What follows belongs to an exercise in optimizing a design on an open flow for small area, a short achievable clock period and few clock cycles; a production flow would make more cautious choices. Where RTL was checked, it was by simulation tests only, not by an equivalence proof against the original. For runs 1 to 5, only the layout was checked, not whether the RTL still works. Power is estimated from default activity; no workload was simulated.

==> design.v <==
module ARS_des(clk,reset,key,din,flag,dout,ready);
input [64:1] din;
input [64:1] key;
input clk,reset;
input flag;
output [64:1] dout;
output ready;
function [64:1]	IP;
input	[64:1]	IPin;
begin
IP=	 {IPin[58],IPin[50],IPin[42],IPin[34],IPin[26],IPin[18],IPin[10],IPin[2],
      IPin[60],IPin[52],IPin[44],IPin[36],IPin[28],IPin[20],IPin[12],IPin[4],
      IPin[62],IPin[54],IPin[46],IPin[38],IPin[30],IPin[22],IPin[14],IPin[6],
      IPin[64],IPin[56],IPin[48],IPin[40],IPin[32],IPin[24],IPin[16],IPin[8],
      IPin[57],IPin[49],IPin[41],IPin[33],IPin[25],IPin[17],IPin[9],IPin[1],
      IPin[59],IPin[51],IPin[43],IPin[35],IPin[27],IPin[19],IPin[11],IPin[3],
      IPin[61],IPin[53],IPin[45],IPin[37],IPin[29],IPin[21],IPin[13],IPin[5],
      IPin[63],IPin[55],IPin[47],IPin[39],IPin[31],IPin[23],IPin[15],IPin[7]};
end
endfunction
function [64:1] IVIP;
input    [64:1]  IP_1in;
begin
IVIP = {IP_1in[40],IP_1in[8],IP_1in[48],IP_1in[16],IP_1in[56],IP_1in[24],IP_1in[64],IP_1in[32],
        IP_1in[39],IP_1in[7],IP_1in[47],IP_1in[15],IP_1in[55],IP_1in[23],IP_1in[63],IP_1in[31],
        IP_1in[38],IP_1in[6],IP_1in[46],IP_1in[14],IP_1in[54],IP_1in[22],IP_1in[62],IP_1in[30],
        IP_1in[37],IP_1in[5],IP_1in[45],IP_1in[13],IP_1in[53],IP_1in[21],IP_1in[61],IP_1in[29],
        IP_1in[36],IP_1in[4],IP_1in[44],IP_1in[12],IP_1in[52],IP_1in[20],IP_1in[60],IP_1in[28],
        IP_1in[35],IP_1in[3],IP_1in[43],IP_1in[11],IP_1in[51],IP_1in[19],IP_1in[59],IP_1in[27],
        IP_1in[34],IP_1in[2],IP_1in[42],IP_1in[10],IP_1in[50],IP_1in[18],IP_1in[58],IP_1in[26],
        IP_1in[33],IP_1in[1],IP_1in[41],IP_1in[9],IP_1in[49],IP_1in[17],IP_1in[57],IP_1in[25]};
end
endfunction
reg [64:1] data;      
reg [1:56] cd;        
reg [3:0] cnt;        
reg mode;             
reg ready;
wire [48:1] ksub = {cd[14], cd[17], cd[11], cd[24], cd[1], cd[5], cd[3], cd[28], cd[15], cd[6], cd[21], cd[10], cd[23], cd[19], cd[12], cd[4], cd[26], cd[8], cd[16], cd[7], cd[27], cd[20], cd[13], cd[2], cd[41], cd[52], cd[31], cd[37], cd[47], cd[55], cd[30], cd[40], cd[51], cd[45], cd[33], cd[48], cd[44], cd[49], cd[39], cd[56], cd[34], cd[53], cd[46], cd[42], cd[50], cd[36], cd[29], cd[32]};
wire [32:1] rl, rr;
ARS_ENDEcrp c1 (.OUTR(rr), .OUTL(rl), .INR(data[32:1]), .INL(data[64:33]), .K_sub(ksub));
wire one = (cnt == 4'd0) | (cnt == 4'd7) | (cnt == 4'd14);
always @(posedge clk) begin
  if (reset == 1'b0) begin
    data  <= IP(din);
    cd    <= flag ? {key[8], key[16], key[24], key[32], key[40], key[48], key[56], key[64], key[7], key[15], key[23], key[31], key[39], key[47], key[55], key[63], key[6], key[14], key[22], key[30], key[38], key[46], key[54], key[62], key[5], key[13], key[21], key[29], key[2], key[10], key[18], key[26], key[34], key[42], key[50], key[58], key[3], key[11], key[19], key[27], key[35], key[43], key[51], key[59], key[4], key[12], key[20], key[28], key[36], key[44], key[52], key[60], key[37], key[45], key[53], key[61]} : {key[16], key[24], key[32], key[40], key[48], key[56], key[64], key[7], key[15], key[23], key[31], key[39], key[47], key[55], key[63], key[6], key[14], key[22], key[30], key[38], key[46], key[54], key[62], key[5], key[13], key[21], key[29], key[8], key[10], key[18], key[26], key[34], key[42], key[50], key[58], key[3], key[11], key[19], key[27], key[35], key[43], key[51], key[59], key[4], key[12], key[20], key[28], key[36], key[44], key[52], key[60], key[37], key[45], key[53], key[61], key[2]};
    mode  <= flag;
    cnt   <= 4'd0;
    ready <= 1'b0;
  end else begin
    if (!ready) data <= {rl, rr};
    if (mode)
      cd <= one ? {cd[28], cd[1], cd[2], cd[3], cd[4], cd[5], cd[6], cd[7], cd[8], cd[9], cd[10], cd[11], cd[12], cd[13], cd[14], cd[15], cd[16], cd[17], cd[18], cd[19], cd[20], cd[21], cd[22], cd[23], cd[24], cd[25], cd[26], cd[27], cd[56], cd[29], cd[30], cd[31], cd[32], cd[33], cd[34], cd[35], cd[36], cd[37], cd[38], cd[39], cd[40], cd[41], cd[42], cd[43], cd[44], cd[45], cd[46], cd[47], cd[48], cd[49], cd[50], cd[51], cd[52], cd[53], cd[54], cd[55]} : {cd[27], cd[28], cd[1], cd[2], cd[3], cd[4], cd[5], cd[6], cd[7], cd[8], cd[9], cd[10], cd[11], cd[12], cd[13], cd[14], cd[15], cd[16], cd[17], cd[18], cd[19], cd[20], cd[21], cd[22], cd[23], cd[24], cd[25], cd[26], cd[55], cd[56], cd[29], cd[30], cd[31], cd[32], cd[33], cd[34], cd[35], cd[36], cd[37], cd[38], cd[39], cd[40], cd[41], cd[42], cd[43], cd[44], cd[45], cd[46], cd[47], cd[48], cd[49], cd[50], cd[51], cd[52], cd[53], cd[54]};
    else
      cd <= one ? {cd[2], cd[3], cd[4], cd[5], cd[6], cd[7], cd[8], cd[9], cd[10], cd[11], cd[12], cd[13], cd[14], cd[15], cd[16], cd[17], cd[18], cd[19], cd[20], cd[21], cd[22], cd[23], cd[24], cd[25], cd[26], cd[27], cd[28], cd[1], cd[30], cd[31], cd[32], cd[33], cd[34], cd[35], cd[36], cd[37], cd[38], cd[39], cd[40], cd[41], cd[42], cd[43], cd[44], cd[45], cd[46], cd[47], cd[48], cd[49], cd[50], cd[51], cd[52], cd[53], cd[54], cd[55], cd[56], cd[29]} : {cd[3], cd[4], cd[5], cd[6], cd[7], cd[8], cd[9], cd[10], cd[11], cd[12], cd[13], cd[14], cd[15], cd[16], cd[17], cd[18], cd[19], cd[20], cd[21], cd[22], cd[23], cd[24], cd[25], cd[26], cd[27], cd[28], cd[1], cd[2], cd[31], cd[32], cd[33], cd[34], cd[35], cd[36], cd[37], cd[38], cd[39], cd[40], cd[41], cd[42], cd[43], cd[44], cd[45], cd[46], cd[47], cd[48], cd[49], cd[50], cd[51], cd[52], cd[53], cd[54], cd[55], cd[56], cd[29], cd[30]};
    cnt <= cnt + 4'd1;
    if (cnt == 4'd15) ready <= 1'b1;
  end
end
assign dout = IVIP({data[32:1], data[64:33]});
endmodule
module ARS_ENDEcrp(OUTR, OUTL, INR, INL, K_sub);
output	[32:1]	OUTR, OUTL;
input	[32:1]	INR, INL;
input	[48:1]	K_sub;
wire	[48:1] E;
wire	[48:1] X;
wire	[48:1] S;
assign E[48:1] = {	INR[32], INR[1], INR[2], INR[3], INR[4], INR[5], INR[4], INR[5],
			INR[6], INR[7], INR[8], INR[9], INR[8], INR[9], INR[10], INR[11],
			INR[12], INR[13], INR[12], INR[13], INR[14], INR[15], INR[16],
			INR[17], INR[16], INR[17], INR[18], INR[19], INR[20], INR[21],
			INR[20], INR[21], INR[22], INR[23], INR[24], INR[25], INR[24],
			INR[25], INR[26], INR[27], INR[28], INR[29], INR[28], INR[29],
			INR[30], INR[31], INR[32], INR[1]};
assign X = E ^ K_sub;
ARS_sbox1 u0( .addr(X[06:01]), .dout(S[04:01]) );
ARS_sbox2 u1( .addr(X[12:07]), .dout(S[08:05]) );
ARS_sbox3 u2( .addr(X[18:13]), .dout(S[12:09]) );
ARS_sbox4 u3( .addr(X[24:19]), .dout(S[16:13]) );
ARS_sbox5 u4( .addr(X[30:25]), .dout(S[20:17]) );
ARS_sbox6 u5( .addr(X[36:31]), .dout(S[24:21]) );
ARS_sbox7 u6( .addr(X[42:37]), .dout(S[28:25]) );
ARS_sbox8 u7( .addr(X[48:43]), .dout(S[32:29]) );
assign OUTR = {	S[16], S[7], S[20], S[21], S[29], S[12], S[28],
			S[17], S[1], S[15], S[23], S[26], S[5], S[18],
			S[31], S[10], S[2], S[8], S[24], S[14], S[32],
			S[27], S[3], S[9], S[19], S[13], S[30], S[6],
			S[22], S[11], S[4], S[25]}^ INL;
assign OUTL = INR;
endmodule
module ARS_sbox1(addr, dout);
input	[6:1] addr;
output	[4:1] dout;
reg	[4:1] dout;
always @(addr) begin
    case ({addr[6],addr[1], addr[5:2]})	
         0:  dout =  14;
         1:  dout =   4;
         2:  dout =  13;
         3:  dout =   1;
         4:  dout =   2;
         5:  dout =  15;
         6:  dout =  11;
         7:  dout =   8;
         8:  dout =   3;
         9:  dout =  10;
        10:  dout =   6;
        11:  dout =  12;
        12:  dout =   5;
        13:  dout =   9;
        14:  dout =   0;
        15:  dout =   7;
        16:  dout =   0;
        17:  dout =  15;
        18:  dout =   7;
        19:  dout =   4;
        20:  dout =  14;
        21:  dout =   2;
        22:  dout =  13;
        23:  dout =   1;
        24:  dout =  10;
        25:  dout =   6;
        26:  dout =  12;
        27:  dout =  11;
        28:  dout =   9;
        29:  dout =   5;
        30:  dout =   3;
        31:  dout =   8;
        32:  dout =   4;
        33:  dout =   1;
        34:  dout =  14;
        35:  dout =   8;
        36:  dout =  13;
        37:  dout =   6;
        38:  dout =   2;
        39:  dout =  11;
        40:  dout =  15;
        41:  dout =  12;
        42:  dout =   9;
        43:  dout =   7;
        44:  dout =   3;
        45:  dout =  10;
        46:  dout =   5;
        47:  dout =   0;
        48:  dout =  15;
        49:  dout =  12;
        50:  dout =   8;
        51:  dout =   2;
        52:  dout =   4;
        53:  dout =   9;
        54:  dout =   1;
        55:  dout =   7;
        56:  dout =   5;
        57:  dout =  11;
        58:  dout =   3;
        59:  dout =  14;
        60:  dout =  10;
        61:  dout =   0;
        62:  dout =   6;
        63:  dout =  13;
    endcase
    end
endmodule
module ARS_sbox2(addr, dout);
input	[6:1] addr;
output	[4:1] dout;
reg	[4:1] dout;
always @(addr) begin
    case ({addr[6],addr[1], addr[5:2]})
         0:  dout = 15;
         1:  dout =  1;
         2:  dout =  8;
         3:  dout = 14;
         4:  dout =  6;
         5:  dout = 11;
         6:  dout =  3;
         7:  dout =  4;
         8:  dout =  9;
         9:  dout =  7;
        10:  dout =  2;
        11:  dout = 13;
        12:  dout = 12;
        13:  dout =  0;
        14:  dout =  5;
        15:  dout = 10;
        16:  dout =  3;
        17:  dout = 13;
        18:  dout =  4;
        19:  dout =  7;
        20:  dout = 15;
        21:  dout =  2;
        22:  dout =  8;
        23:  dout = 14;
        24:  dout = 12;
        25:  dout =  0;
        26:  dout =  1;
        27:  dout = 10;
        28:  dout =  6;
        29:  dout =  9;
        30:  dout = 11;
        31:  dout =  5;
        32:  dout =  0;
        33:  dout = 14;
        34:  dout =  7;
        35:  dout = 11;
        36:  dout = 10;
        37:  dout =  4;
        38:  dout = 13;
        39:  dout =  1;
        40:  dout =  5;
        41:  dout =  8;
        42:  dout = 12;
        43:  dout =  6;
        44:  dout =  9;
        45:  dout =  3;
        46:  dout =  2;
        47:  dout = 15;
        48:  dout = 13;
        49:  dout =  8;
        50:  dout = 10;
        51:  dout =  1;
        52:  dout =  3;
        53:  dout = 15;
        54:  dout =  4;
        55:  dout =  2;
        56:  dout = 11;
        57:  dout =  6;
        58:  dout =  7;
        59:  dout = 12;
        60:  dout =  0;
        61:  dout =  5;
        62:  dout = 14;
        63:  dout =  9;
    endcase
    end
endmodule
module ARS_sbox3(addr, dout);
input	[6:1] addr;
output	[4:1] dout;
reg	[4:1] dout;
always @(addr) begin
    case ({addr[6],addr[1], addr[5:2]})
         0:  dout = 10;
         1:  dout =  0;
         2:  dout =  9;
         3:  dout = 14;
         4:  dout =  6;
         5:  dout =  3;
         6:  dout = 15;
         7:  dout =  5;
         8:  dout =  1;
         9:  dout = 13;
        10:  dout = 12;
        11:  dout =  7;
        12:  dout = 11;
        13:  dout =  4;
        14:  dout =  2;
        15:  dout =  8;
        16:  dout = 13;
        17:  dout =  7;
        18:  dout =  0;
        19:  dout =  9;
        20:  dout =  3;
        21:  dout =  4;
        22:  dout =  6;
        23:  dout = 10;
        24:  dout =  2;
        25:  dout =  8;
        26:  dout =  5;
        27:  dout = 14;
        28:  dout = 12;
        29:  dout = 11;
        30:  dout = 15;
        31:  dout =  1;
        32:  dout = 13;
        33:  dout =  6;
        34:  dout =  4;
        35:  dout =  9;
        36:  dout =  8;
        37:  dout = 15;
        38:  dout =  3;
        39:  dout =  0;
        40:  dout = 11;
        41:  dout =  1;
        42:  dout =  2;
        43:  dout = 12;
        44:  dout =  5;
        45:  dout = 10;
        46:  dout = 14;
        47:  dout =  7;
        48:  dout =  1;
        49:  dout = 10;
        50:  dout = 13;
        51:  dout =  0;
        52:  dout =  6;
        53:  dout =  9;
        54:  dout =  8;
        55:  dout =  7;
        56:  dout =  4;
        57:  dout = 15;
        58:  dout = 14;
        59:  dout =  3;
        60:  dout = 11;
        61:  dout =  5;
        62:  dout =  2;
        63:  dout = 12;
    endcase
    end
endmodule
module ARS_sbox4(addr, dout);
input	[6:1] addr;
output	[4:1] dout;
reg	[4:1] dout;
always @(addr) begin
    case ({addr[6],addr[1], addr[5:2]})
         0:  dout =  7;
         1:  dout = 13;
         2:  dout = 14;
         3:  dout =  3;
         4:  dout =  0;
         5:  dout =  6;
         6:  dout =  9;
         7:  dout = 10;
         8:  dout =  1;
         9:  dout =  2;
        10:  dout =  8;
        11:  dout =  5;
        12:  dout = 11;
        13:  dout = 12;
        14:  dout =  4;
        15:  dout = 15;
        16:  dout = 13;
        17:  dout =  8;
        18:  dout = 11;
        19:  dout =  5;
        20:  dout =  6;
        21:  dout = 15;
        22:  dout =  0;
        23:  dout =  3;
        24:  dout =  4;
        25:  dout =  7;
        26:  dout =  2;
        27:  dout = 12;
        28:  dout =  1;
        29:  dout = 10;
        30:  dout = 14;
        31:  dout =  9;
        32:  dout = 10;
        33:  dout =  6;
        34:  dout =  9;
        35:  dout =  0;
        36:  dout = 12;
        37:  dout = 11;
        38:  dout =  7;
        39:  dout = 13;
        40:  dout = 15;
        41:  dout =  1;
        42:  dout =  3;
        43:  dout = 14;
        44:  dout =  5;
        45:  dout =  2;
        46:  dout =  8;
        47:  dout =  4;
        48:  dout =  3;
        49:  dout = 15;
        50:  dout =  0;
        51:  dout =  6;
        52:  dout = 10;
        53:  dout =  1;
        54:  dout = 13;
        55:  dout =  8;
        56:  dout =  9;
        57:  dout =  4;
        58:  dout =  5;
        59:  dout = 11;
        60:  dout = 12;
        61:  dout =  7;
        62:  dout =  2;
        63:  dout = 14;
    endcase
    end
endmodule
module ARS_sbox5(addr, dout);
input	[6:1] addr;
output	[4:1] dout;
reg	[4:1] dout;
always @(addr) begin
    case ({addr[6],addr[1], addr[5:2]})	
         0:  dout =  2;
         1:  dout = 12;
         2:  dout =  4;
         3:  dout =  1;
         4:  dout =  7;
         5:  dout = 10;
         6:  dout = 11;
         7:  dout =  6;
         8:  dout =  8;
         9:  dout =  5;
        10:  dout =  3;
        11:  dout = 15;
        12:  dout = 13;
        13:  dout =  0;
        14:  dout = 14;
        15:  dout =  9;
        16:  dout = 14;
        17:  dout = 11;
        18:  dout =  2;
        19:  dout = 12;
        20:  dout =  4;
        21:  dout =  7;
        22:  dout = 13;
        23:  dout =  1;
        24:  dout =  5;
        25:  dout =  0;
        26:  dout = 15;
        27:  dout = 10;
        28:  dout =  3;
        29:  dout =  9;
        30:  dout =  8;
        31:  dout =  6;
        32:  dout =  4;
        33:  dout =  2;
        34:  dout =  1;
        35:  dout = 11;
        36:  dout = 10;
        37:  dout = 13;
        38:  dout =  7;
        39:  dout =  8;
        40:  dout = 15;
        41:  dout =  9;
        42:  dout = 12;
        43:  dout =  5;
        44:  dout =  6;
        45:  dout =  3;
        46:  dout =  0;
        47:  dout = 14;
        48:  dout = 11;
        49:  dout =  8;
        50:  dout = 12;
        51:  dout =  7;
        52:  dout =  1;
        53:  dout = 14;
        54:  dout =  2;
        55:  dout = 13;
        56:  dout =  6;
        57:  dout = 15;
        58:  dout =  0;
        59:  dout =  9;
        60:  dout = 10;
        61:  dout =  4;
        62:  dout =  5;
        63:  dout =  3;
    endcase
    end
endmodule
module ARS_sbox6(addr, dout);
input	[6:1] addr;
output	[4:1] dout;
reg	[4:1] dout;
always @(addr) begin
    case ({addr[6],addr[1], addr[5:2]})	
         0:  dout = 12;
         1:  dout =  1;
         2:  dout = 10;
         3:  dout = 15;
         4:  dout =  9;
         5:  dout =  2;
         6:  dout =  6;
         7:  dout =  8;
         8:  dout =  0;
         9:  dout = 13;
        10:  dout =  3;
        11:  dout =  4;
        12:  dout = 14;
        13:  dout =  7;
        14:  dout =  5;
        15:  dout = 11;
        16:  dout = 10;
        17:  dout = 15;
        18:  dout =  4;
        19:  dout =  2;
        20:  dout =  7;
        21:  dout = 12;
        22:  dout =  9;
        23:  dout =  5;
        24:  dout =  6;
        25:  dout =  1;
        26:  dout = 13;
        27:  dout = 14;
        28:  dout =  0;
        29:  dout = 11;
        30:  dout =  3;
        31:  dout =  8;
        32:  dout =  9;
        33:  dout = 14;
        34:  dout = 15;
        35:  dout =  5;
        36:  dout =  2;
        37:  dout =  8;
        38:  dout = 12;
        39:  dout =  3;
        40:  dout =  7;
        41:  dout =  0;
        42:  dout =  4;
        43:  dout = 10;
        44:  dout =  1;
        45:  dout = 13;
        46:  dout = 11;
        47:  dout =  6;
        48:  dout =  4;
        49:  dout =  3;
        50:  dout =  2;
        51:  dout = 12;
        52:  dout =  9;
        53:  dout =  5;
        54:  dout = 15;
        55:  dout = 10;
        56:  dout = 11;
        57:  dout = 14;
        58:  dout =  1;
        59:  dout =  7;
        60:  dout =  6;
        61:  dout =  0;
        62:  dout =  8;
        63:  dout = 13;
    endcase
    end
endmodule
module ARS_sbox7(addr, dout);
input	[6:1] addr;
output	[4:1] dout;
reg	[4:1] dout;
always @(addr) begin
    case ({addr[6],addr[1], addr[5:2]})	
         0:  dout =  4;
         1:  dout = 11;
         2:  dout =  2;
         3:  dout = 14;
         4:  dout = 15;
         5:  dout =  0;
         6:  dout =  8;
         7:  dout = 13;
         8:  dout =  3;
         9:  dout = 12;
        10:  dout =  9;
        11:  dout =  7;
        12:  dout =  5;
        13:  dout = 10;
        14:  dout =  6;
        15:  dout =  1;
        16:  dout = 13;
        17:  dout =  0;
        18:  dout = 11;
        19:  dout =  7;
        20:  dout =  4;
        21:  dout =  9;
        22:  dout =  1;
        23:  dout = 10;
        24:  dout = 14;
        25:  dout =  3;
        26:  dout =  5;
        27:  dout = 12;
        28:  dout =  2;
        29:  dout = 15;
        30:  dout =  8;
        31:  dout =  6;
        32:  dout =  1;
        33:  dout =  4;
        34:  dout = 11;
        35:  dout = 13;
        36:  dout = 12;
        37:  dout =  3;
        38:  dout =  7;
        39:  dout = 14;
        40:  dout = 10;
        41:  dout = 15;
        42:  dout =  6;
        43:  dout =  8;
        44:  dout =  0;
        45:  dout =  5;
        46:  dout =  9;
        47:  dout =  2;
        48:  dout =  6;
        49:  dout = 11;
        50:  dout = 13;
        51:  dout =  8;
        52:  dout =  1;
        53:  dout =  4;
        54:  dout = 10;
        55:  dout =  7;
        56:  dout =  9;
        57:  dout =  5;
        58:  dout =  0;
        59:  dout = 15;
        60:  dout = 14;
        61:  dout =  2;
        62:  dout =  3;
        63:  dout = 12;
    endcase
    end
endmodule
module ARS_sbox8(addr, dout);
input	[6:1] addr;
output	[4:1] dout;
reg	[4:1] dout;
always @(addr) begin
    case ({addr[6],addr[1], addr[5:2]})	
         0:  dout = 13;
         1:  dout =  2;
         2:  dout =  8;
         3:  dout =  4;
         4:  dout =  6;
         5:  dout = 15;
         6:  dout = 11;
         7:  dout =  1;
         8:  dout = 10;
         9:  dout =  9;
        10:  dout =  3;
        11:  dout = 14;
        12:  dout =  5;
        13:  dout =  0;
        14:  dout = 12;
        15:  dout =  7;
        16:  dout =  1;
        17:  dout = 15;
        18:  dout = 13;
        19:  dout =  8;
        20:  dout = 10;
        21:  dout =  3;
        22:  dout =  7;
        23:  dout =  4;
        24:  dout = 12;
        25:  dout =  5;
        26:  dout =  6;
        27:  dout = 11;
        28:  dout =  0;
        29:  dout = 14;
        30:  dout =  9;
        31:  dout =  2;
        32:  dout =  7;
        33:  dout = 11;
        34:  dout =  4;
        35:  dout =  1;
        36:  dout =  9;
        37:  dout = 12;
        38:  dout = 14;
        39:  dout =  2;
        40:  dout =  0;
        41:  dout =  6;
        42:  dout = 10;
        43:  dout = 13;
        44:  dout = 15;
        45:  dout =  3;
        46:  dout =  5;
        47:  dout =  8;
        48:  dout =  2;
        49:  dout =  1;
        50:  dout = 14;
        51:  dout =  7;
        52:  dout =  4;
        53:  dout = 10;
        54:  dout =  8;
        55:  dout = 13;
        56:  dout = 15;
        57:  dout = 12;
        58:  dout =  9;
        59:  dout =  0;
        60:  dout =  3;
        61:  dout =  5;
        62:  dout =  6;
        63:  dout = 11;
    endcase
    end
endmodule
==> run.sh <==
#!/bin/bash
# synth_recipe.tcl (not shown) runs the flow's synth.tcl, then flattens the netlist and writes it again
# the make line also repeats each setting of config.mk as NAME=value (left out here)
make -C /OpenROAD-flow-scripts/flow DESIGN_CONFIG=/design/flow/config.mk WORK_HOME=/design/flow/orfs CLKGATE_MAP_FILE= SYNTH_SCRIPT=/design/flow/synth_recipe.tcl finish
==> config.mk <==
export PLATFORM = sky130hd
export DESIGN_NAME = ARS_des
export DESIGN_NICKNAME = ARS_des
export VERILOG_FILES = /design/flow/design.v
export SDC_FILE = /design/flow/constraint.sdc
export NUM_CORES = 4
export LEC_CHECK = 0
export CAP_MARGIN = 20
export CORE_MARGIN = 2
export CORE_UTILIZATION = 40
export SLEW_MARGIN = 20
==> constraint.sdc <==
create_clock -name core_clock -period 6.0 [get_ports {clk}]
set_input_delay 1.2000 -clock core_clock [delete_from_list [all_inputs] [get_ports {clk}]]
set_output_delay 1.2000 -clock core_clock [all_outputs]
set_load 0.01 [all_outputs]
==> qor.txt, run 1 <==
Synth area leader -> mux4_2
worst path cell trace -> xor2_1 > inv_1 > ha_1 > mux4_2 > mux4_2 > xnor2_1 > mux2_2
EDFF count, synth -> 65
pin count of the biggest net entering global routing -> 128
I/O Buffers -> 187
final worst-path cycle share -> 0.6228
dpl cell area -> 14720 µm²
Post-Place Setup Slack -> 2.344 ns
initial antenna violation count -> 0
YS warnings -> 9
total clock buffers created by CTS -> 17
Area Overhead vs Synth -> 21.45%
post-layout net count -> 1586
average wire per cell in the routed design -> 20.99 µm
Post-Syn Instances -> 1249
Relative slew margins -> 0.2490
post-route ant nets -> 0
mapped cell area -> 12600 µm²
via count -> 10780
hold_sp -> cnt[0]$_SDFF_PN0_
Final Setup Violations -> 0
wire length of the first global-routing pass -> 59.22 mm
detailed placement HPWL -> 27.10 mm
Net Count, Synth -> 1445
Hold Path Class -> reg2reg
Avg Cell Area, Syn -> 10.09 µm²
CTS HTree Levels -> 4
vias in the first global route -> 10350
initial DRC count -> 845
synthesized flop and latch total -> 126
crit path DAT -> 3.93 ns
crit path from -> data[32]$_DFFE_PP_
area of the die -> 32940 µm²
post-route cell area -> 15310 µm²
Worst R2R Start -> data[32]$_DFFE_PP_
sequential share of the synthesized area -> 0.2518
power density cells -> 623.7 nW/µm²
Placed Instances -> 1766
proportion of layout cells with a drive suffix above 1 -> 0.1483
CP Class -> reg2reg
Die Wd -> 181.5 µm
Critical Path RT -> 6.19 ns
Max Buffers Root-to-Sink -> 2
post-CTS sizing -> 0
fraction of registers with async set/reset -> 0
clk sinks -> 126
Slew Limit Fails -> 0
FP Rows -> 64
Total GRT Usage -> 0.2275
Post-synth top flop -> edfxtp_1
CTS tree -> done
peak supply drop -> 287.6 µV
num ports -> 196
Max Clock Freq -> 267.6 MHz
Core Box Area -> 30830 µm²
Worst setup EP type -> flop
Via density -> 5.994
Clock Skew -> 0.01358 ns
gpl congestion -> 0.9070
critical path buffer and inverter count -> 1
clock root buffer master -> clkbuf_16
Tmin final -> 3.737 ns
Least-Margin Pin Slew -> 1.123 ns
Worst path slowest cell -> xor2_1
post-synth cell types -> 74
insertion delay to the later sink of the worst-skew pair -> 0.44 ns
Setup Total Neg Slack -> 0 ns
Non-Filler Instances -> 1799
worst-path maximum fanout -> 11
Reg clk slew, reported paths -> 0.06 ns
GR Overflow Total -> 0
Post-CTS Setup Inserts -> 0
Final Hold Viols -> 0
maxcap violations -> 0
PnR worst setup slack -> 2.263 ns
startpoint class of the critical path -> flop
CP max stage delay -> 0.79 ns
most used cell, CP -> mux4_2
Top delay family on crit path -> multiplexers
number of diodes -> 0
height of the chip -> 181.5 µm
Initial Util -> 0.4088
cts hold-fix bufs -> 0
Leakage Power -> 5.904 nW
Finished Core Util -> 0.4965
Post-route DRC -> 0
1st-pass router iterations -> 5
top area cells in the synthesized netlist -> mux4_2, edfxtp_1, dfxtp_1
final WL -> 37.76 mm
status -> no timing/DRC/antenna violations
setup repair after global routing missed its margin -> false
Synth top area share -> 0.1555
[metrics by stage]
stage,power [mW],hold WS [ns]
2_1_floorplan,6.660,0.4145
3_3_place_gp,8.326,0.4357
3_5_place_dp,8.427,0.4448
4_1_cts,9.518,0.4604
5_1_grt,10.25,0.4947
6_report,9.547,0.4533
[final timing paths]
check                            end  slack (ns)  depth (start not counted)
setup / recovery  data[10]$_DFFE_PP_        2.26                          7
hold / removal     cnt[0]$_SDFF_PN0_        0.45                          1
setup reg to reg  data[10]$_DFFE_PP_        2.26                          7
hold reg to reg    cnt[0]$_SDFF_PN0_        0.45                          1
[registers in the layout (all words and copies together) (netlist names)]
name	count
cnt	4
ready	1
mode	1
data	64
cd	56
[layout make-up]
class / instances / area, µm²
fillers: 2802 / 15520
clock buffers: 19 / 432.9
repair buffers: 203 / 2023
well taps: 396 / 495.5
flip-flops and latches: 126 / 3173
inverters: 50 / 187.7
multi-input cells: 992 / 8872
clock inverters: 13 / 122.6
[cell usage after synthesis, types with 6 or more instances]
library cell,n
nand2_1,117
mux2i_1,113
mux4_2,87
o21ai_0,78
nor2_1,67
edfxtp_1,65
ha_1,65
dfxtp_1,61
xnor2_1,49
nand3_1,46
xor2_1,45
mux2_2,44
clkbuf_1,42
inv_1,41
a21oi_1,31
nor3_1,29
buf_2,23
o211ai_1,20
a31oi_1,16
a211oi_1,14
or3_1,11
buf_1,9
xnor2_2,9
xor2_2,9
inv_2,8
o31ai_1,7
a2111oi_0,6
a311oi_1,6
nor2b_1,6
o221ai_1,6
or4_1,6
[logic make-up after synthesis]
kind of cell,count (synthesis),synth area share
AOI/OAI and AO/OA,249,0.1331
DFF,126,0.2518
and+or+nand+nor,311,0.1123
adders and majority gates,67,0.06612
muxes,250,0.2958
buffers and inverters,131,0.04577
xor gates and xnor gates,115,0.09511
[cells in the final DEF (no fill, tap or decap), types with 7 or more instances in the layout]
cell type	synthesis	routed
xor2_2	9	9
xor2_1	45	45
mux4_2	87	87
o21ai_0	78	77
inv_1	41	41
nand3_1	46	46
nor2_1	67	67
dfxtp_1	61	61
mux2_2	44	44
a31oi_1	16	16
o211ai_1	20	20
a21oi_1	31	31
clkdlybuf4s50_1	0	185
o31ai_1	7	7
or3_1	11	11
buf_4	1	15
xnor2_2	9	9
xnor2_1	49	49
a211oi_1	14	14
mux2i_1	113	113
clkbuf_16	0	17
nand2_1	117	116
ha_1	65	65
inv_2	8	8
nor3_1	29	29
edfxtp_1	65	65
[routing by layer]
| metal | track usage | part of all wire |
|---|---|---|
| met5 | 0 | 0 |
| met4 | 0.07252 | 0.024 |
| met3 | 0.03751 | 0.062 |
| met1 | 0.3108 | 0.44 |
| met2 | 0.3687 | 0.48 |
[worst register-to-register path, stage by stage, from the launching register on]
cell and delay (ns):
edfxtp_1 0.56, xor2_1 0.79, inv_1 0.42, ha_1 0.37
mux4_2 0.47, mux4_2 0.50, xnor2_1 0.14, mux2_2 0.26
[power by group]
| group | internal (mW) | switching [mW] | total [mW] |
|---|---|---|---|
| combinational | 3.16 | 3.54 | 6.70 |
| sequential | 1.25 | 0.549 | 1.80 |
| clock | 0.605 | 0.440 | 1.05 |
| total | 5.02 | 4.53 | 9.55 |
==> run 2: changes to the inputs <==
--- a/config.mk
+++ b/config.mk
@@ -9,3 +9,4 @@
 export CORE_MARGIN = 2
 export CORE_UTILIZATION = 40
+export SETUP_SLACK_MARGIN = 3.0
 export SLEW_MARGIN = 20
==> qor.txt, run 2 <==
most common cell in the netlist -> nand2_1
initial DRC count -> 832
Leakage Power -> 6.177 nW
worst path cell trace -> xor2_4 > ha_1 > maj3_1 > mux2_2 > mux4_2 > xnor2_1 > mux2_2
1st-pass router iterations -> 5
hold path depth -> 1
Finished Core Util -> 0.5213
pin count of the biggest net entering global routing -> 91
Worst path slowest cell -> edfxtp_1
final WL -> 38.56 mm
gpl congestion -> 0.8979
Compound-Gate Fraction of Synth Area -> 0.1331
average wire per cell in the routed design -> 20.91 µm
Total GRT Usage -> 0.2336
CP max stage delay -> 0.53 ns
Hold WS -> 0.4566 ns
Multi-input gate area -> 9260 µm²
Synth area leader -> mux4_2
GR Overflow Total -> 0
Regs by FF count -> data x64, cd x56, cnt x4
Worst R2R Start -> data[31]$_DFFE_PP_
post-layout net count -> 1629
top area cells in the synthesized netlist -> mux4_2, edfxtp_1, dfxtp_1
Tmin final -> 3.071 ns
worst-path maximum fanout -> 9
Slew Limit Fails -> 0
Worst Hold Path EP -> cnt[0]$_SDFF_PN0_
maxcap violations -> 0
fraction of registers with async set/reset -> 0
post-route ant nets -> 0
Critical Path RT -> 6.20 ns
peak supply drop -> 311.7 µV
R2R cell count -> 7
Final Setup Violations -> 0
post-synth cell types -> 74
crit path DAT -> 3.27 ns
Worst setup EP type -> flop
total clock buffers created by CTS -> 17
Post-route DRC -> 0
clk sinks -> 126
Biggest register -> data
EDFF count, synth -> 65
final worst-path cycle share -> 0.5119
cts hold-fix bufs -> 0
fill count -> 2757
Relative slew margins -> 0.2801
FP Rows -> 64
most frequent cells in the layout -> clkdlybuf4s50_1, nand2_1, mux2i_1, mux4_2, o21ai_0
Synth Area in Adders -> 0.06612
Core Box Area -> 30830 µm²
max reg flops -> 64
post-synthesis simple-gate area fraction -> 0.1123
Max Buffers Root-to-Sink -> 2
Setup Total Neg Slack -> 0 ns
wire length of the first global-routing pass -> 60.49 mm
initial antenna violation count -> 2
synthesized flop and latch total -> 126
most used cell, CP -> mux2_2
commonest non-fill, non-tap cell in the layout -> clkdlybuf4s50_1
top post-synthesis cells by count -> nand2_1, mux2i_1, mux4_2
Reg clk slew, reported paths -> 0.06 ns
startpoint class of the critical path -> flop
dpl cell area -> 14740 µm²
mux cell area share after synthesis -> 0.2958
Area Overhead vs Synth -> 27.53%
Top delay family on crit path -> multiplexers
detailed placement HPWL -> 27.41 mm
Die Wd -> 181.5 µm
Clock Skew -> 0.01816 ns
critical path buffer and inverter count -> 0
YS warnings -> 9
area of the die -> 32940 µm²
CP Class -> reg2reg
Via density -> 5.935
I/O Buffers -> 187
Initial Util -> 0.4088
Net Count, Synth -> 1445
Synth top area share -> 0.1555
num ports -> 196
XOR/XNOR Fraction of Synth Area -> 0.09511
largest family of logic cells by synthesized area -> multiplexers
Seq. cell area -> 3177 µm²
Post-synth top flop -> edfxtp_1
Final Hold Viols -> 0
mapped cell area -> 12600 µm²
post-route cell area -> 16070 µm²
clock root buffer master -> clkbuf_16
vias in the first global route -> 10560
Worst R2R End -> data[10]$_DFFE_PP_
Post-Syn Instances -> 1249
sequential share of the synthesized area -> 0.2518
Least-Margin Pin Slew -> 1.076 ns
Max Clock Freq -> 325.6 MHz
setup repair after global routing missed its margin -> true
CTS HTree Levels -> 4
hold_sp -> cnt[0]$_SDFF_PN0_
insertion delay to the later sink of the worst-skew pair -> 0.46 ns
via count -> 10950
Hold Path Class -> reg2reg
Avg Cell Area, Syn -> 10.09 µm²
status -> no timing/DRC/antenna violations
power density cells -> 631.6 nW/µm²
proportion of layout cells with a drive suffix above 1 -> 0.1964
height of the chip -> 181.5 µm
R2R setup slack -> 2.93 ns
Pwr Total -> 10.15 mW
CTS tree -> done
==> run 2: cell counts after synthesis <==
No cell type changed its count.
==> run 2: per-stage QoR <==
step                      std cells  setup WS [ns]
after global placement         1767          2.506
after CTS                      1816          2.847
after global routing           1844          2.853
final                          1844          2.929
after detailed placement       1767          2.483
after floorplan                1249          3.061
==> run 2: final cells by class <==
cell class | instances | share of cell area
diodes | 2 | 0.0003114
clock buffers | 20 | 0.02904
clock inverters | 12 | 0.006850
inverters | 50 | 0.01246
multi-input cells | 992 | 0.5761
flip-flops and latches | 126 | 0.1976
well taps | 396 | 0.03083
repair buffers | 246 | 0.1467
==> run 2: worst max-delay path by stage <==
stage	cells after the start	to	start	slack, ns
global placement	5	data[26]$_DFFE_PP_	reset	2.51
global route	7	data[10]$_DFFE_PP_	data[31]$_DFFE_PP_	2.85
floorplan	7	data[10]$_DFFE_PP_	data[32]$_DFFE_PP_	3.06
CTS	7	data[10]$_DFFE_PP_	data[31]$_DFFE_PP_	2.85
detailed placement	5	data[26]$_DFFE_PP_	reset	2.48
finish	7	data[10]$_DFFE_PP_	data[31]$_DFFE_PP_	2.93
==> run 2: cells by family (layout without fill, tap and decap cells) <==
group                    count (synthesis)  in the layout
AND/OR/NAND/NOR                        311            311
multiplexers                           250            250
AO/OA/AOI/OAI                          249            249
buffers and inverters                  131            328
flip-flops                             126            126
XOR/XNOR                               115            115
adder cells (fa/ha/maj)                 67             67
other                                    0              2
==> run 2: report_power, final <==
group          internal [mW]  switching [mW]  total [mW]
Combinational           3.52            3.79        7.32
Clock                  0.604           0.455        1.06
Sequential              1.25           0.528        1.78
==> run 2: routing by layer <==
layer	track usage	wire, µm	share of wire	vias to the layer above
met2	0.3836	18580	0.48	388
met3	0.04172	2019	0.052	44
met5	0	0	0	-
met4	0.06959	799	0.021	0
met1	0.3152	17170	0.45	5387
li1	-	-	-	5126
==> run 2: timing repair <==
item | 4_1_cts | 5_1_grt
buffers inserted | 17 | 25
gates resized for setup | 23 | 27
setup endpoints to repair | 25 | 21
pin swaps | 3 | 7
==> run 3: changes to the inputs <==
--- a/config.mk
+++ b/config.mk
@@ -6,4 +6,5 @@
 export NUM_CORES = 4
 export LEC_CHECK = 0
+export ABC_AREA = 1
 export CAP_MARGIN = 20
 export CORE_MARGIN = 2
==> qor.txt, run 3 <==
status -> no timing/DRC/antenna violations
Area Overhead vs Synth -> 21.32%
Relative slew margins -> 0.2502
CP max stage delay -> 0.65 ns
average wire per cell in the routed design -> 17.14 µm
Least-Margin Pin Slew -> 1.117 ns
Total GRT Usage -> 0.2702
Hold Path Class -> reg2reg
clk sinks -> 126
CP Class -> reg2out
Critical Path RT -> 4.80 ns
WP depth -> 1
Final Setup Violations -> 0
Synth top area share -> 0.2490
mapped cell area -> 12420 µm²
EDFF count, synth -> 65
insertion delay to the later sink of the worst-skew pair -> 0.44 ns
Top delay family on crit path -> flip-flops
Reg clk slew, reported paths -> 0.06 ns
Worst path slowest cell -> edfxtp_1
Tmin final -> 2.914 ns
Worst setup EP type -> output port
Leakage Power -> 7.532 nW
Non-Filler Instances -> 2643
post-layout net count -> 2430
commonest non-fill, non-tap cell in the layout -> nand2_1
wire length of the first global-routing pass -> 69.90 mm
top area cells in the synthesized netlist -> nand2_1, nand3_1, edfxtp_1
hold path depth -> 1
Slew Limit Fails -> 0
sequential share of the synthesized area -> 0.2555
Die Wd -> 180.2 µm
maxcap violations -> 0
worst-path maximum fanout -> 5
FP Rows -> 64
Initial Util -> 0.4060
R2R cell count -> 10
Via density -> 5.382
Max Buffers Root-to-Sink -> 2
Post-synth top flop -> edfxtp_1
cts hold-fix bufs -> 0
YS warnings -> 9
top post-synthesis cells by count -> nand2_1, nand3_1, inv_1
final worst-path cycle share -> 0.4857
CTS HTree Levels -> 4
gpl congestion -> 0.8831
height of the chip -> 180.2 µm
GR Overflow Total -> 0
Clock Skew -> 0.01394 ns
Post-Place Setup Slack -> 2.895 ns
area of the die -> 32470 µm²
most common cell in the netlist -> nand2_1
crit path DAT -> 1.71 ns
Placed Instances -> 2610
final WL -> 45.31 mm
PnR worst setup slack -> 3.086 ns
dpl cell area -> 14460 µm²
startpoint class of the critical path -> flop
Post-Syn Instances -> 2107
post-route cell area -> 15070 µm²
critical path buffer and inverter count -> 1
initial antenna violation count -> 0
synthesized flop and latch total -> 126
post-route ant nets -> 0
max reg flops -> 64
Net Count, Synth -> 2303
Post-route DRC -> 0
total clock buffers created by CTS -> 17
Core Box Area -> 30590 µm²
power density cells -> 532.6 nW/µm²
number of diodes -> 0
Regs by FF count -> data x64, cd x56, cnt x4
clock root buffer master -> clkbuf_16
vias in the first global route -> 12900
Biggest register -> data
pin count of the biggest net entering global routing -> 150
via count -> 14220
most frequent cells in the layout -> nand2_1, nand3_1, inv_1, clkdlybuf4s50_1, o21ai_0
detailed placement HPWL -> 34.16 mm
setup repair after global routing missed its margin -> false
fraction of registers with async set/reset -> 0
num ports -> 196
Hold WS -> 0.4794 ns
post-synth cell types -> 25
I/O Buffers -> 187
worst path cell trace -> clkdlybuf4s50_1
Synth area leader -> nand2_1
Final Hold Viols -> 0
Setup Total Neg Slack -> 0 ns
Avg Cell Area, Syn -> 5.894 µm²
peak supply drop -> 227.9 µV
proportion of layout cells with a drive suffix above 1 -> 0.03071
Max Clock Freq -> 343.2 MHz
initial DRC count -> 1198
CTS tree -> done
1st-pass router iterations -> 6
[run 3: changes by cell type after synthesis, moves of 14 or more]
| cell | previous run | this run |
|---|---|---|
| xnor2_1 | 49 | 11 |
| o211ai_1 | 20 | 0 |
| nor2_1 | 67 | 39 |
| inv_1 | 41 | 193 |
| a21oi_1 | 31 | 64 |
| mux2i_1 | 113 | 0 |
| nand2_1 | 117 | 824 |
| a31oi_1 | 16 | 0 |
| a211oi_1 | 14 | 0 |
| mux2_2 | 44 | 0 |
| nand3_1 | 46 | 574 |
| mux4_2 | 87 | 0 |
| nor3_1 | 29 | 0 |
| xor2_1 | 45 | 2 |
[run 3: kinds of logic (layout without fill, tap and decap cells)]
logic type	count (synthesis)	count (layout)	share of synthesized area
xor gates and xnor gates	24	24	0.02357
adders and majority gates	65	65	0.06548
DFF	126	126	0.2555
buffers and inverters	287	427	0.09258
and+or+nand+nor	1451	1451	0.5008
AOI/OAI and AO/OA	154	154	0.06206
[run 3: cell type report]
cell class                      instances  area (µm²)
Sequential cell                       126        3173
Timing Repair Buffer                  195        1937
Tap cell                              396       495.5
Multi-Input combinational cell       1694        8112
Clock buffer                           22       496.7
Inverter                              200       752.0
Clock inverter                         10       101.3
Fill cell                            3205       15520
[run 3: through the flow]
stage	power [mW]	util
after CTS	7.988	0.4925
final	8.025	0.4926
after detailed placement	6.884	0.4727
after global placement	6.900	0.4727
after floorplan	5.284	-
after global routing	8.816	0.4926
[run 3: power by group]
group / leakage [nW] / switching [mW] / internal [mW]
clock network: 0.292 / 0.437 / 0.636
registers: 1.22 / 0.411 / 1.20
logic: 6.02 / 3.47 / 1.88
total: 7.53 / 4.32 / 3.71
[run 3: final timing paths]
path                          start           endpoint  slack, ns
setup / recovery  data[5]$_DFFE_PP_           dout[40]       3.09
hold / removal    cnt[0]$_SDFF_PN0_  cnt[0]$_SDFF_PN0_       0.48
setup reg to reg  cnt[0]$_SDFF_PN0_     cd[44]$_DFF_P_       3.19
hold reg to reg   cnt[0]$_SDFF_PN0_  cnt[0]$_SDFF_PN0_       0.48
[run 3: layer usage]
metal	global-route usage	part of all wire	wire length (µm)
met1	0.3742	0.46	20760
met2	0.4295	0.45	20230
met3	0.04487	0.067	3054
met4	0.08484	0.028	1258
met5	0	0	0
[run 3: repair_timing]
action                     4_1_cts  5_1_grt
setup endpoints to repair        1        1
buffers inserted                 1        0
gates resized for setup          0        1
==> run 4: changes to the inputs <==
--- a/config.mk
+++ b/config.mk
@@ -10,4 +10,4 @@
 export CORE_MARGIN = 2
 export CORE_UTILIZATION = 40
-export SETUP_SLACK_MARGIN = 3.0
+export SETUP_SLACK_MARGIN = 4.2
 export SLEW_MARGIN = 20
==> qor.txt, run 4 <==
peak supply drop -> 282.6 µV
1st-pass router iterations -> 5
initial DRC count -> 1459
Setup Total Neg Slack -> 0 ns
Non-Filler Instances -> 2869
Post-Syn Instances -> 2107
clk sinks -> 126
Top delay family on crit path -> flip-flops
Regs by FF count -> data x64, cd x56, cnt x4
YS warnings -> 9
Tmin final -> 2.409 ns
Reg clk slew, reported paths -> 0.07 ns
mapped cell area -> 12420 µm²
CP Class -> reg2out
GR Overflow Total -> 0
Seq pwr share -> 0.128
sequential share of the synthesized area -> 0.2555
Relative slew margins -> 0.6015
worst-path maximum fanout -> 2
worst path cell trace -> buf_2
Post-route DRC -> 0
Synth top area share -> 0.2490
Placed Instances -> 2610
Area Overhead vs Synth -> 65.52%
post-route ant nets -> 0
Critical Path RT -> 4.80 ns
average wire per cell in the routed design -> 19.22 µm
I/O Buffers -> 187
pin count of the biggest net entering global routing -> 114
EDFF count, synth -> 65
clock root buffer master -> clkbuf_16
maxcap violations -> 0
CTS HTree Levels -> 4
post-layout net count -> 2655
Worst path slowest cell -> edfxtp_1
final worst-path cycle share -> 0.4014
max reg flops -> 64
commonest non-fill, non-tap cell in the layout -> nand2_1
Post-synth top flop -> edfxtp_1
setup repair after global routing missed its margin -> true
Clock Skew -> 0.01530 ns
Max Buffers Root-to-Sink -> 2
clock power share -> 0.092
Total GRT Usage -> 0.3054
Least-Margin Pin Slew -> 0.5948 ns
status -> no timing/DRC/antenna violations
final WL -> 55.15 mm
Multi-input gate area -> 11340 µm²
Max Clock Freq -> 415.2 MHz
FP Rows -> 64
synthesized flop and latch total -> 126
CTS tree -> done
Leakage Power -> 9.738 nW
Seq. cell area -> 3204 µm²
vias in the first global route -> 14470
top post-synthesis cells by count -> nand2_1, nand3_1, inv_1
num ports -> 196
total clock buffers created by CTS -> 17
height of the chip -> 180.2 µm
initial antenna violation count -> 1
Hold WS -> 0.5594 ns
power density cells -> 566.6 nW/µm²
Net Sw Frac -> 0.5253
Synth area leader -> nand2_1
CP max stage delay -> 0.55 ns
Initial Util -> 0.4060
startpoint class of the critical path -> flop
fraction of registers with async set/reset -> 0
top area cells in the synthesized netlist -> nand2_1, nand3_1, edfxtp_1
most common cell in the netlist -> nand2_1
crit path DAT -> 1.21 ns
gpl congestion -> 0.9109
Die Wd -> 180.2 µm
insertion delay to the later sink of the worst-skew pair -> 0.44 ns
dpl cell area -> 14490 µm²
Slew Limit Fails -> 0
proportion of layout cells with a drive suffix above 1 -> 0.3661
most frequent cells in the layout -> nand2_1, nand3_1, nand3_2, inv_1, buf_4
Final Hold Viols -> 0
wire length of the first global-routing pass -> 78.79 mm
fill count -> 2631
Core Box Area -> 30590 µm²
Biggest register -> data
post-route cell area -> 20560 µm²
Net Count, Synth -> 2303
Avg Cell Area, Syn -> 5.894 µm²
post-synth cell types -> 25
Via density -> 5.625
area of the die -> 32470 µm²
detailed placement HPWL -> 33.36 mm
Gate power share -> 0.780
Worst setup EP type -> output port
Int Pwr -> 5.529 mW
Final Setup Violations -> 0
sw power -> 6.119 mW
critical path buffer and inverter count -> 1
via count -> 16140
Hold Path Class -> reg2reg
==> run 4: cell type report <==
type	count	area share
Antenna cell	1	0.0001217
Timing Repair Buffer	414	0.1958
Clock inverter	14	0.006269
Inverter	200	0.04176
Clock buffer	18	0.02191
Tap cell	396	0.02410
Sequential cell	126	0.1559
Multi-Input combinational cell	1696	0.5518
Timing Repair inverter	4	0.002313
==> run 4: layer usage <==
metal | wire length, µm | vias up | global-route usage
li1 | - | 7649 | -
met5 | 0 | - | 0
met4 | 2167 | 0 | 0.1084
met3 | 4141 | 122 | 0.04345
met2 | 25930 | 725 | 0.4989
met1 | 22910 | 7643 | 0.4117
==> run 4: logic make-up (layout without fill, tap and decap cells) <==
family / count (synthesis) / count (layout) / synth area share
adder cells (fa/ha/maj): 65 / 65 / 0.06548
XOR/XNOR: 24 / 24 / 0.02357
other: 0 / 1 / 0
AO/OA/AOI/OAI: 154 / 154 / 0.06206
AND/OR/NAND/NOR: 1451 / 1453 / 0.5008
buffers and inverters: 287 / 650 / 0.09258
flip-flops: 126 / 126 / 0.2555
==> run 4: worst paths after layout <==
check / start / to / slack, ns / cells past startpoint
worst max-delay path: data[13]$_DFFE_PP_ / dout[38] / 3.59 / 1
worst min-delay path: cnt[3]$_SDFF_PN0_ / ready$_SDFFE_PN0N_ / 0.56 / 2
worst max register to register: data[16]$_DFFE_PP_ / data[7]$_DFFE_PP_ / 3.75 / 10
worst min register to register: cnt[3]$_SDFF_PN0_ / ready$_SDFFE_PN0N_ / 0.56 / 2
==> run 4: worst min-delay path, cell delays in order, from the launching register on <==
cell and delay (ns):
dfxtp_1 0.35, nand4_1 0.12, nand2_1 0.06
==> run 4: what timing repair did <==
item                                    in CTS  in global routing
gates resized for setup                    705                414
endpoints found under the setup margin     256                169
pin swaps                                  146                216
hold buffers                                 0                  0
cloned                                      10                  7
hold endpoints to repair                     0                  0
buffers inserted                           125                 84
==> run 4: power groups by stage <==
stage | Sequential (mW) | Clock (mW) | Combinational (mW)
2_1_floorplan | 1.50 | 0 | 3.80
3_3_place_gp | 1.62 | 0 | 5.25
3_5_place_dp | 1.62 | 0 | 5.24
4_1_cts | 1.47 | 1.08 | 7.23
5_1_grt | 1.52 | 1.12 | 9.78
6_report | 1.49 | 1.07 | 9.08
==> run 4: stage by stage <==
stage / setup slack [ns] / power (mW) / utilization
4_1_cts: 3.606 / 9.773 / 0.5890
2_1_floorplan: 3.740 / 5.305 / -
6_report: 3.591 / 11.65 / 0.6720
3_3_place_gp: 2.510 / 6.878 / 0.4736
3_5_place_dp: 2.484 / 6.857 / 0.4736
5_1_grt: 3.583 / 12.42 / 0.6720
==> run 5: changes to the inputs <==
--- a/config.mk
+++ b/config.mk
@@ -10,4 +10,4 @@
 export CORE_MARGIN = 2
 export CORE_UTILIZATION = 40
-export SETUP_SLACK_MARGIN = 4.2
+export SETUP_SLACK_MARGIN = 3.6
 export SLEW_MARGIN = 20
==> qor.txt, run 5 <==
crit path from -> ready$_SDFFE_PN0N_
Biggest register -> data
post-route ant nets -> 0
CTS HTree Levels -> 4
Relative slew margins -> 0.3536
Synth area leader -> nand2_1
CTS tree -> done
initial antenna violation count -> 0
Clock Skew -> 0.01334 ns
commonest non-fill, non-tap cell in the layout -> nand2_1
FP Rows -> 64
Placed Instances -> 2612
pin count of the biggest net entering global routing -> 114
Tmin final -> 2.439 ns
post-synth cell types -> 25
Setup Total Neg Slack -> 0 ns
EDFF count, synth -> 65
Max Buffers Root-to-Sink -> 2
worst path cell trace -> dlygate4sd2_1
via count -> 14730
Final Hold Viols -> 0
area of the die -> 32470 µm²
hold path depth -> 1
detailed placement HPWL -> 34.06 mm
number of diodes -> 0
Top delay family on crit path -> flip-flops
status -> no timing/DRC/antenna violations
worst-path maximum fanout -> 3
top area cells in the synthesized netlist -> nand2_1, nand3_1, edfxtp_1
Synth top area share -> 0.2490
insertion delay to the later sink of the worst-skew pair -> 0.43 ns
wire length of the first global-routing pass -> 71.86 mm
startpoint class of the critical path -> flop
mapped cell area -> 12420 µm²
hold_sp -> cnt[0]$_SDFF_PN0_
Post-synth top flop -> edfxtp_1
Initial Util -> 0.4060
YS warnings -> 9
initial DRC count -> 1136
CP Class -> reg2out
num ports -> 196
post-layout net count -> 2497
synthesized flop and latch total -> 126
vias in the first global route -> 13460
Hold WS -> 0.4651 ns
proportion of layout cells with a drive suffix above 1 -> 0.09075
clock root buffer master -> clkbuf_16
Leakage Power -> 8.052 nW
crit path DAT -> 1.24 ns
top post-synthesis cells by count -> nand2_1, nand3_1, inv_1
Non-Filler Instances -> 2710
most common cell in the netlist -> nand2_1
height of the chip -> 180.2 µm
average wire per cell in the routed design -> 17.16 µm
post-route cell area -> 15940 µm²
sequential share of the synthesized area -> 0.2555
Area Overhead vs Synth -> 28.32%
dpl cell area -> 14470 µm²
fraction of registers with async set/reset -> 0
Post-Syn Instances -> 2107
clk sinks -> 126
final worst-path cycle share -> 0.4065
Reg clk slew, reported paths -> 0.06 ns
maxcap violations -> 0
peak supply drop -> 199.6 µV
Post-route DRC -> 0
final WL -> 46.50 mm
power density cells -> 537.6 nW/µm²
Via density -> 5.435
max reg flops -> 64
total clock buffers created by CTS -> 17
CP max stage delay -> 0.50 ns
fill count -> 3228
Slew Limit Fails -> 0
Net Count, Synth -> 2303
I/O Buffers -> 187
Critical Path RT -> 4.80 ns
R2R cell count -> 8
Regs by FF count -> data x64, cd x56, cnt x4
Hold Path Class -> reg2reg
Die Wd -> 180.2 µm
Avg Cell Area, Syn -> 5.894 µm²
gpl congestion -> 0.9025
Least-Margin Pin Slew -> 0.9695 ns
Worst path slowest cell -> dfxtp_2
Final Setup Violations -> 0
WP depth -> 1
1st-pass router iterations -> 5
most frequent cells in the layout -> nand2_1, nand3_1, inv_1, clkdlybuf4s50_1, o21ai_0
Worst setup EP type -> output port
setup repair after global routing missed its margin -> true
Total GRT Usage -> 0.2763
GR Overflow Total -> 0
Max Clock Freq -> 410.0 MHz
critical path buffer and inverter count -> 1
Worst R2R Start -> data[12]$_DFFE_PP_
cts hold-fix bufs -> 0
Core Box Area -> 30590 µm²
## run 5: cell types whose count changed in the layout (fill, tap and decap cells not counted), moves of 39 or more
| cell | delta |
|---|---|
| buf_2 | -48 |
| nand3_1 | +200 |
| buf_4 | -73 |
| buf_6 | -58 |
| ha_1 | +39 |
| nand2_1 | +180 |
| nand2_2 | -106 |
| nand2_4 | -64 |
| dlygate4sd2_1 | +47 |
| nand3_2 | -172 |
## run 5: where the power goes
part | leakage, nW | switching (mW) | internal (mW)
clock | 0.324 | 0.433 | 0.749
sequential | 1.22 | 0.221 | 1.19
combinational | 6.51 | 3.84 | 2.13
## run 5: routing by layer
layer  up-vias  track usage  part of all wire
met5         -            0                 0
met4         0       0.1035             0.034
met3        71      0.04547             0.071
met2       598       0.4525              0.46
met1      6750       0.3654              0.44
li1       7309            -                 -
## run 5: cell families (layout without fill, tap and decap cells)
family | Yosys count | after routing | synth area share
simple gates | 1451 | 1452 | 0.5008
xor+xnor | 24 | 24 | 0.02357
flops | 126 | 126 | 0.2555
fa+ha+maj | 65 | 65 | 0.06548
compound gates | 154 | 154 | 0.06206
buf+inv | 287 | 493 | 0.09258
## run 5: timing repair
item / CTS / global route
endpoints found under the setup margin: 199 / 147
pin swaps: 1 / 6
buffers inserted: 48 / 17
resized for setup: 121 / 66
gates cloned: 0 / 1
## run 5: worst paths after layout
check                                          end  slack (ns)
worst min register to register   cnt[0]$_SDFF_PN0_        0.47
worst max-delay path                         ready        3.56
worst min-delay path             cnt[0]$_SDFF_PN0_        0.47
worst max register to register  data[25]$_DFFE_PP_        3.65
## run 5: cell type report
class | count | area, µm² | area share
multi-input cells | 1695 | 8501 | 0.5334
flip-flops and latches | 126 | 3174 | 0.1992
repair buffers | 261 | 2345 | 0.1471
inverters | 200 | 767.0 | 0.04813
clock buffers | 23 | 531.8 | 0.03337
well taps | 396 | 495.5 | 0.03109
clock inverters | 9 | 122.6 | 0.007694
## run 5: through the flow
stage / total power [mW] / setup WS, ns / util
floorplan: 5.285 / 3.626 / -
global placement: 6.882 / 2.552 / 0.4731
detailed placement: 6.901 / 2.509 / 0.4731
CTS: 8.297 / 3.472 / 0.5084
global route: 9.395 / 3.474 / 0.5210
finish: 8.567 / 3.561 / 0.5210
==> run 6: changes to the inputs <==
--- a/design.v
+++ b/design.v
@@ -37,8 +37,8 @@
 reg mode;             
 reg ready;
+reg sh1;              
 wire [48:1] ksub = {cd[14], cd[17], cd[11], cd[24], cd[1], cd[5], cd[3], cd[28], cd[15], cd[6], cd[21], cd[10], cd[23], cd[19], cd[12], cd[4], cd[26], cd[8], cd[16], cd[7], cd[27], cd[20], cd[13], cd[2], cd[41], cd[52], cd[31], cd[37], cd[47], cd[55], cd[30], cd[40], cd[51], cd[45], cd[33], cd[48], cd[44], cd[49], cd[39], cd[56], cd[34], cd[53], cd[46], cd[42], cd[50], cd[36], cd[29], cd[32]};
 wire [32:1] rl, rr;
 ARS_ENDEcrp c1 (.OUTR(rr), .OUTL(rl), .INR(data[32:1]), .INL(data[64:33]), .K_sub(ksub));
-wire one = (cnt == 4'd0) | (cnt == 4'd7) | (cnt == 4'd14);
 always @(posedge clk) begin
   if (reset == 1'b0) begin
@@ -48,11 +48,13 @@
     cnt   <= 4'd0;
     ready <= 1'b0;
+    sh1   <= 1'b1;
   end else begin
     if (!ready) data <= {rl, rr};
     if (mode)
-      cd <= one ? {cd[28], cd[1], cd[2], cd[3], cd[4], cd[5], cd[6], cd[7], cd[8], cd[9], cd[10], cd[11], cd[12], cd[13], cd[14], cd[15], cd[16], cd[17], cd[18], cd[19], cd[20], cd[21], cd[22], cd[23], cd[24], cd[25], cd[26], cd[27], cd[56], cd[29], cd[30], cd[31], cd[32], cd[33], cd[34], cd[35], cd[36], cd[37], cd[38], cd[39], cd[40], cd[41], cd[42], cd[43], cd[44], cd[45], cd[46], cd[47], cd[48], cd[49], cd[50], cd[51], cd[52], cd[53], cd[54], cd[55]} : {cd[27], cd[28], cd[1], cd[2], cd[3], cd[4], cd[5], cd[6], cd[7], cd[8], cd[9], cd[10], cd[11], cd[12], cd[13], cd[14], cd[15], cd[16], cd[17], cd[18], cd[19], cd[20], cd[21], cd[22], cd[23], cd[24], cd[25], cd[26], cd[55], cd[56], cd[29], cd[30], cd[31], cd[32], cd[33], cd[34], cd[35], cd[36], cd[37], cd[38], cd[39], cd[40], cd[41], cd[42], cd[43], cd[44], cd[45], cd[46], cd[47], cd[48], cd[49], cd[50], cd[51], cd[52], cd[53], cd[54]};
+      cd <= sh1 ? {cd[28], cd[1], cd[2], cd[3], cd[4], cd[5], cd[6], cd[7], cd[8], cd[9], cd[10], cd[11], cd[12], cd[13], cd[14], cd[15], cd[16], cd[17], cd[18], cd[19], cd[20], cd[21], cd[22], cd[23], cd[24], cd[25], cd[26], cd[27], cd[56], cd[29], cd[30], cd[31], cd[32], cd[33], cd[34], cd[35], cd[36], cd[37], cd[38], cd[39], cd[40], cd[41], cd[42], cd[43], cd[44], cd[45], cd[46], cd[47], cd[48], cd[49], cd[50], cd[51], cd[52], cd[53], cd[54], cd[55]} : {cd[27], cd[28], cd[1], cd[2], cd[3], cd[4], cd[5], cd[6], cd[7], cd[8], cd[9], cd[10], cd[11], cd[12], cd[13], cd[14], cd[15], cd[16], cd[17], cd[18], cd[19], cd[20], cd[21], cd[22], cd[23], cd[24], cd[25], cd[26], cd[55], cd[56], cd[29], cd[30], cd[31], cd[32], cd[33], cd[34], cd[35], cd[36], cd[37], cd[38], cd[39], cd[40], cd[41], cd[42], cd[43], cd[44], cd[45], cd[46], cd[47], cd[48], cd[49], cd[50], cd[51], cd[52], cd[53], cd[54]};
     else
-      cd <= one ? {cd[2], cd[3], cd[4], cd[5], cd[6], cd[7], cd[8], cd[9], cd[10], cd[11], cd[12], cd[13], cd[14], cd[15], cd[16], cd[17], cd[18], cd[19], cd[20], cd[21], cd[22], cd[23], cd[24], cd[25], cd[26], cd[27], cd[28], cd[1], cd[30], cd[31], cd[32], cd[33], cd[34], cd[35], cd[36], cd[37], cd[38], cd[39], cd[40], cd[41], cd[42], cd[43], cd[44], cd[45], cd[46], cd[47], cd[48], cd[49], cd[50], cd[51], cd[52], cd[53], cd[54], cd[55], cd[56], cd[29]} : {cd[3], cd[4], cd[5], cd[6], cd[7], cd[8], cd[9], cd[10], cd[11], cd[12], cd[13], cd[14], cd[15], cd[16], cd[17], cd[18], cd[19], cd[20], cd[21], cd[22], cd[23], cd[24], cd[25], cd[26], cd[27], cd[28], cd[1], cd[2], cd[31], cd[32], cd[33], cd[34], cd[35], cd[36], cd[37], cd[38], cd[39], cd[40], cd[41], cd[42], cd[43], cd[44], cd[45], cd[46], cd[47], cd[48], cd[49], cd[50], cd[51], cd[52], cd[53], cd[54], cd[55], cd[56], cd[29], cd[30]};
+      cd <= sh1 ? {cd[2], cd[3], cd[4], cd[5], cd[6], cd[7], cd[8], cd[9], cd[10], cd[11], cd[12], cd[13], cd[14], cd[15], cd[16], cd[17], cd[18], cd[19], cd[20], cd[21], cd[22], cd[23], cd[24], cd[25], cd[26], cd[27], cd[28], cd[1], cd[30], cd[31], cd[32], cd[33], cd[34], cd[35], cd[36], cd[37], cd[38], cd[39], cd[40], cd[41], cd[42], cd[43], cd[44], cd[45], cd[46], cd[47], cd[48], cd[49], cd[50], cd[51], cd[52], cd[53], cd[54], cd[55], cd[56], cd[29]} : {cd[3], cd[4], cd[5], cd[6], cd[7], cd[8], cd[9], cd[10], cd[11], cd[12], cd[13], cd[14], cd[15], cd[16], cd[17], cd[18], cd[19], cd[20], cd[21], cd[22], cd[23], cd[24], cd[25], cd[26], cd[27], cd[28], cd[1], cd[2], cd[31], cd[32], cd[33], cd[34], cd[35], cd[36], cd[37], cd[38], cd[39], cd[40], cd[41], cd[42], cd[43], cd[44], cd[45], cd[46], cd[47], cd[48], cd[49], cd[50], cd[51], cd[52], cd[53], cd[54], cd[55], cd[56], cd[29], cd[30]};
     cnt <= cnt + 4'd1;
+    sh1 <= (cnt == 4'd6) | (cnt == 4'd13);
     if (cnt == 4'd15) ready <= 1'b1;
   end
==> qor.txt, run 6 <==
Final Setup Violations -> 0
CTS HTree Levels -> 4
Worst setup EP type -> output port
via count -> 14050
post-layout net count -> 2413
post-route ant nets -> 0
most common cell in the netlist -> nand2_1
CTS tree -> done
initial DRC count -> 1382
GR Overflow Total -> 0
Leakage Power -> 7.872 nW
pin count of the biggest net entering global routing -> 67
Die Wd -> 178.6 µm
Via density -> 5.361
EDFF count, synth -> 65
status -> no timing/DRC/antenna violations
Hold Path Class -> reg2reg
FP Rows -> 63
final WL -> 43.38 mm
Relative slew margins -> 0.5332
Post-synth top flop -> edfxtp_1
initial antenna violation count -> 1
Clock Skew -> 0.01410 ns
proportion of layout cells with a drive suffix above 1 -> 0.09955
Seq. cell area -> 3201 µm²
average wire per cell in the routed design -> 16.56 µm
Regs by FF count -> data x64, cd x56, cnt x4
setup repair after global routing missed its margin -> true
Slew Limit Fails -> 0
Critical Path RT -> 4.80 ns
most frequent cells in the layout -> nand2_1, nand3_1, inv_1, clkdlybuf4s50_1, o21ai_0
mapped cell area -> 12190 µm²
CP max stage delay -> 0.42 ns
Top delay family on crit path -> flip-flops
Post-Place Setup Slack -> 2.622 ns
commonest non-fill, non-tap cell in the layout -> nand2_1
startpoint class of the critical path -> flop
crit path DAT -> 1.17 ns
1st-pass router iterations -> 5
Hold WS -> 0.5250 ns
Total GRT Usage -> 0.2709
clock root buffer master -> clkbuf_16
Non-Filler Instances -> 2620
power density cells -> 547.7 nW/µm²
YS warnings -> 9
Avg Cell Area, Syn -> 6.033 µm²
max reg flops -> 64
PnR worst setup slack -> 3.632 ns
Post-Syn Instances -> 2021
maxcap violations -> 0
Area Overhead vs Synth -> 30.49%
top area cells in the synthesized netlist -> nand2_1, nand3_1, edfxtp_1
Finished Core Util -> 0.5339
Reg clk slew, reported paths -> 0.07 ns
Tmin final -> 2.368 ns
Synth top area share -> 0.2395
Final Hold Viols -> 0
num ports -> 196
Max Buffers Root-to-Sink -> 2
fraction of registers with async set/reset -> 0
area of the die -> 31890 µm²
gpl congestion -> 0.9353
Initial Util -> 0.4092
fill count -> 3031
dpl cell area -> 14230 µm²
Setup Total Neg Slack -> 0 ns
detailed placement HPWL -> 30.98 mm
CP Class -> reg2out
Max Clock Freq -> 422.3 MHz
peak supply drop -> 255.7 µV
Post-route DRC -> 0
Core Box Area -> 29800 µm²
I/O Buffers -> 187
Worst path slowest cell -> edfxtp_1
height of the chip -> 178.6 µm
Synth area leader -> nand2_1
Least-Margin Pin Slew -> 0.6967 ns
synthesized flop and latch total -> 127
worst path cell trace -> clkdlybuf4s15_1
insertion delay to the later sink of the worst-skew pair -> 0.44 ns
Multi-input gate area -> 8516 µm²
vias in the first global route -> 12470
top post-synthesis cells by count -> nand2_1, nand3_1, inv_1
post-synth cell types -> 33
Biggest register -> data
number of diodes -> 0
final worst-path cycle share -> 0.3947
total clock buffers created by CTS -> 17
post-route cell area -> 15910 µm²
critical path buffer and inverter count -> 1
Pwr Total -> 8.714 mW
wire length of the first global-routing pass -> 67.23 mm
worst-path maximum fanout -> 3
Net Count, Synth -> 2217
sequential share of the synthesized area -> 0.2619
clk sinks -> 127
Placed Instances -> 2513
[run 6: changes by cell type in the layout (fill, tap and decap cells not counted), sizes merged, moves of 9 or more]
| cell | before | now |
|---|---|---|
| buf | 81 | 94 |
| inv | 199 | 180 |
| nand2 | 828 | 779 |
| nand3 | 578 | 518 |
| nor2 | 39 | 48 |
| xnor2 | 18 | 34 |
| xor2 | 6 | 18 |
[run 6: repair_timing]
action,CTS,global route
resized for setup,141,72
pin swaps,1,5
setup endpoints to repair,152,70
hold buffers,0,0
setup buffers,45,30
[run 6: where the power goes]
group / internal (mW) / switching [mW] / total (mW)
clock: 0.563 / 0.516 / 1.08
sequential: 1.19 / 0.238 / 1.43
combinational: 2.34 / 3.87 / 6.21
[run 6: final timing paths]
kind,start,endpoint,slack [ns],cells after the start
setup / recovery,data[61]$_DFFE_PP_,dout[33],3.63,1
hold reg to reg,cnt[2]$_SDFF_PN0_,sh1$_SDFF_PN1_,0.53,2
setup reg to reg,data[24]$_DFFE_PP_,data[27]$_DFFE_PP_,3.72,13
hold / removal,cnt[2]$_SDFF_PN0_,sh1$_SDFF_PN1_,0.53,2
[run 6: cells by family (layout without fill, tap and decap cells)]
group | count (synthesis) | count (layout) | share of synthesized area
simple gates | 1357 | 1357 | 0.4752
fa+ha+maj | 65 | 65 | 0.06671
compound gates | 155 | 155 | 0.06537
flops | 127 | 127 | 0.2619
buf+inv | 265 | 474 | 0.08580
xor+xnor | 52 | 52 | 0.04505
[run 6: per-layer routing]
layer	vias to the layer above	wire (µm)	GRT usage
li1	7046	-	-
met1	6401	19690	0.3851
met2	547	19160	0.4086
met3	49	3148	0.04476
met4	2	1373	0.1043
met5	-	8	0
[run 6: layout make-up]
class,instances,area share
Clock buffer,17,0.02674
Multi-Input combinational cell,1629,0.5353
Sequential cell,127,0.2012
Clock inverter,15,0.01015
Inverter,171,0.04113
Timing Repair Buffer,271,0.1549
Tap cell,390,0.03067
Testbench counts of run 6, summed over its fixed seeds: cycles 13,056.

-- what the ideal ports hide --
No port has a modelled driver above. Below, the same layouts with a new extraction and two added sets of constraints. Step 1: set_driving_cell puts a clkbuf_16 on clk and a buf_2 on each other input, an assumption about the parent block. Step 2 also shifts input and output timing later by t, the mid clock arrival at the registers, as if the neighbouring blocks saw the same clock. Slacks: ideal / step 1 / step 2; pairs: ideal / step 1.
run | t, ns | slack for setup (ns)
run 1 | 0.486 | 2.263 / 2.263 / 2.263
run 2 | 0.502 | 2.929 / 2.900 / 2.825
run 3 | 0.478 | 3.086 / 3.035 / 2.861
run 4 | 0.484 | 3.591 / 3.541 / 3.667
run 5 | 0.467 | 3.561 / 3.513 / 3.169
run 6 | 0.484 | 3.632 / 3.580 / 3.301
After both steps every run listed still meets setup and hold.
